This design comes from an exercise in tuning for small area on the open sky130 flow, not from production work. Only simulation tests tie the RTL to the original design; equivalence was not proved. No activity file was given, so power comes from the tool's default toggle rates.

## flow/design.v (module list and top-level ports; edited modules follow where they fit)
// module GraphicDriver: 2647 lines
// module sprite_rom: 1698 lines
module GraphicDriver(clk, reset, VGA_HS, VGA_VS, VGA_R, VGA_G, VGA_B, VGA_SYNC_N, VGA_BLANK_N, VGA_CLK, KEY, enable, getAttack, blood1, blood2, magic, life, command);
  // ...
==> flow/run.sh <==
#!/bin/bash
# synth_recipe.tcl (not shown) runs the flow's synth.tcl, then flattens the netlist and writes it again
# the make line also repeats each setting of config.mk as NAME=value (left out here)
make -C /OpenROAD-flow-scripts/flow DESIGN_CONFIG=/design/flow/config.mk WORK_HOME=/design/flow/orfs CLKGATE_MAP_FILE= SYNTH_SCRIPT=/design/flow/synth_recipe.tcl finish
==> flow/config.mk <==
export PLATFORM = sky130hd
export DESIGN_NAME = GraphicDriver
export DESIGN_NICKNAME = GraphicDriver
export VERILOG_FILES = /design/flow/design.v
export SDC_FILE = /design/flow/constraint.sdc
export NUM_CORES = 4
export LEC_CHECK = 0
export ABC_AREA = 1
export CAP_MARGIN = 20
export CORE_MARGIN = 2
export CORE_UTILIZATION = 25
export SLEW_MARGIN = 20
==> flow/constraint.sdc <==
create_clock -name core_clock -period 10.0 [get_ports {clk}]
set_input_delay 2.0000 -clock core_clock [delete_from_list [all_inputs] [get_ports {clk}]]
set_output_delay 2.0000 -clock core_clock [all_outputs]
set_load 0.01 [all_outputs]
==> run notes, run 1 <==
status=finished clean; Hold EP=l_pr; post-synthesis xor/xnor area fraction=0.00578; Layout Nets=2,691; core box area=54,900 µm²; largest cells by area after synthesis=nand2_1 (13%), inv_1 (12%), nor2_1 (11%); Overall Power=2.51 mW; clock buffers=9; Post-synth EDFFs=24; DIE AREA=57,300 µm²; DRC Markers=0; cell area after synthesis=13,800 µm²; Worst Path Buf+Inv=4; sw frac=0.587; FF-to-FF path depth=34; WS Path Type=reg -> reg; slowest cell delay on critical path=550 ps; post-synthesis mux area share=0; Post-Layout Cell Count=3,294; r2r setup slk=2920 ps; worst setup margin=2920 ps; Cell Rows=86; Worst Max-Slew Pin Slew=1050 ps; final core utilization=0.287; Power Density=159 nW/µm²; largest net degree at the start of global routing=27
==> run 2, diff against run 1 <==
--- a/flow/config.mk
+++ b/flow/config.mk
@@ -9,4 +9,6 @@
 export CAP_MARGIN = 20
 export CORE_MARGIN = 2
 export CORE_UTILIZATION = 25
+export CTS_BUF_LIST = sky130_fd_sc_hd__clkbuf_8
+export CTS_CLUSTER_SIZE = 25
 export SLEW_MARGIN = 20
==> run 2 against run 1 <==
Against the previous run: combinational power about the same; via count up 0.18%; cell count unchanged; synthesized cell count unchanged; worst hold slack gained 3.9 ps; clock skew rose by 5.1 ps; clock power down 25%; sequential power about the same; area after synthesis unchanged; core utilization is 0.18 points lower; still clean on timing, DRC and antenna; critical endpoint unchanged; largest power group unchanged; design area is 0.64% lower; first-iteration DRC count decreased by 5.0%.
==> run notes, run 2 <==
DRC Markers=0 (unchanged); met2 usage=0.365; CP Data Arrival Time=7480 ps; post-synthesis mux area share=0 (unchanged); VDD IR max=0.0862 mV; cell area after synthesis=13,800 µm² (unchanged); Post-synth top cells=nand2_1 (491), inv_1 (436), nor2_1 (394); Skew-Pair Late Insertion Delay=430 ps; total gr overflow=0; Overall Power=2.42 mW (-3.4%); most numerous cell in the Yosys netlist=nand2_1; wire per inst=21.1 µm; status=finished clean; post-CTS setup buffers=0; grt met1 use=0.312; most frequent cells in the layout=nand2_1 (491), inv_1 (436), nor2_1 (394); vias=18,300; I/O pins=87; max reg flops=10; Power Density=154 nW/µm² (-2.8%); Worst Max-Slew Pin Slew=1140 ps (+91.4 ps); Initial DRC Count=2,578; dpl hpwl=56.9 mm; syn_nets=2,625; met3 usage=0.0460; RSZ-0062 raised after global routing=no; slowest cell delay on critical path=560 ps (about the same); Max clock buf depth=2; # diodes=0; Rel. slew slack=0.217; CP most frequent cell=nand2_1; fin crit period=7150 ps; Mapped Cells=2,519; port bufs=84; most used routing layer=met2; Root Driver=clkbuf_8; crit start category=register; Req. time, crit path=10,330 ps; Post-synth EDFFs=24 (unchanged); leakage=7.22 nW; Yosys cell types=71; WS Path Type=reg -> reg; Synth Area in Simple Gates=0.393; first-pass GRT wire length=104 mm; Final Cycle Share=0.715; largest cells by area after synthesis=nand2_1 (13%), inv_1 (12%), nor2_1 (11%); overall die height=239 µm; DIE AREA=57,300 µm² (unchanged); share of post-route cells with drive strength above 1=0.0510; Synth Area in Compound Gates=0.264; all-layer global routing usage=0.237; final setup TNS=0 ps; CP max stage cell=dfxtp_1; P&R area growth vs syn=13.2%; number of global-route vias before repair=16,900; post-synthesis xor/xnor area fraction=0.00578 (unchanged); clock skew=20.3 ps; # clock sinks=89; hold slack final=386 ps; max frequency=140 MHz; cts repair resizes=0; Filler cells=6,316; Synth top area share=0.133; Ys Warns=1; Initial Util=0.252; H-tree depth=3; max_cap viols=0; async set or reset register ratio after synthesis=0; most common cell after layout, fill and taps aside=nand2_1; syn_area_per_cell=5.50 µm²; adder-cell share of the synthesized area=0.0488; critical path peak fanout=11; post-synthesis sequential area ratio=0.146; core box area=54,900 µm² (unchanged); leading area contributor after synthesis=nand2_1; Layout Nets=2,691 (unchanged); initial antenna violation count=1; placed cell areas=15,500 µm²; ys flop type=dfxtp_1; Final setup viols=0; HP Class=reg -> reg; Max Slew Vio Count=0; DRT Wirelength=69.4 mm; CTS Buf Count=9; gpl congestion=1.09; finished layout cell area=15,700 µm²; clk slew on worst S/H paths=110 ps; first-pass detailed-route iteration total=8; die width=239 µm; Critical Path End Type=register; largest net degree at the start of global routing=27 (unchanged); post-route ant nets=0; largest family of logic cells by synthesized area=simple AND/OR/NAND/NOR gates; Synth Register Bits=89; Avg Vias per Cell=5.56; Cell Rows=86 (unchanged); final hold viol count=0; Hold Buf Count CTS=0; CTS tree=built; r2r setup slk=2850 ps (-70 ps)
## run 2: cell counts after synthesis
Identical to the previous run, type by type.
## run 2: metrics by stage
stage | cells | worst slack (ps) | utilization
after floorplan | 2519 | 5190 | -
after detailed placement | 3278 | 3180 | 0.282
after global routing | 3294 | 2440 | 0.286
after global placement | 3278 | 3160 | 0.282
after CTS | 3294 | 3140 | 0.285
final | 3294 | 2850 | 0.286
## run 2: layout make-up
cell class / count / area, µm² / area share
timing repair buffer: 99 / 953 / 0.0608
clock buffer: 9 / 124 / 0.00790
tap: 704 / 881 / 0.0562
multi-input combinational: 1922 / 9870 / 0.630
clock inverter: 7 / 72.6 / 0.00463
inverter: 464 / 1750 / 0.112
sequential: 89 / 2020 / 0.129
## run 2: worst max-delay path: cells and delay by family (launching register included)
| kind | cells | cell delay, ps |
|---|---|---|
| fa+ha+maj | 5 | 1690 |
| compound gates | 2 | 270 |
| flops | 1 | 560 |
| buf+inv | 4 | 810 |
| simple gates | 23 | 3720 |
## run 2: metal layers
metal	vias up	wire, µm
li1	8558	-
met1	8259	28400
met2	1213	29200
met3	270	7370
met4	0	4480
met5	-	0
## run 2: cells by family (layout without fill, tap and decap cells)
family,count (synthesis),count (layout)
compound gates,608,608
fa+ha+maj,54,54
flops,89,89
buf+inv,508,579
other cells,1,1
xor+xnor,7,7
simple gates,1252,1252
## run 2: path summary, 6_finish.rpt
path                          to  startpoint  depth (start not counted)
hold reg to reg             l_pr        l_ps                          1
hold / removal              l_pr        l_ps                          1
setup / recovery  squirtle1_s[1]       lc[1]                         34
setup reg to reg  squirtle1_s[1]       lc[1]                         34
## run 2: power by group
group	leakage, nW	switching, mW	internal, mW	total [mW]
logic	6.34	1.26	0.471	1.73
registers	0.781	0.0322	0.389	0.421
clock network	0.0985	0.168	0.0980	0.266

[separate check: timing with driven ports]
The results above use ideal ports. As a check the final layouts listed here were re-extracted and re-timed, cells and wires unchanged. Step 1: set_driving_cell puts a clkbuf_16 on clk and a buf_2 on each other input, an assumption about the parent block. Step 2 moves the port delays by t, midway between the first and last clock arrival at a register: inputs arrive t later, outputs are due t later. That takes back most of the time a late clock gives input paths. Three values: no drivers, after step 1, after step 2; two values: the first two.
run | t (ns) | setup slack, ns | worst hold slack (ns) | worst setup path at the end | cell pins on the clock port's net
run 1 | 0.427 | 2.916 / 2.916 / 2.916 | 0.382 / 0.382 / 0.382 | register to register | 1
run 2 | 0.467 | 2.846 / 2.846 / 2.846 | 0.386 / 0.386 / 0.386 | register to register | 1
After both steps every run listed still meets setup and hold.
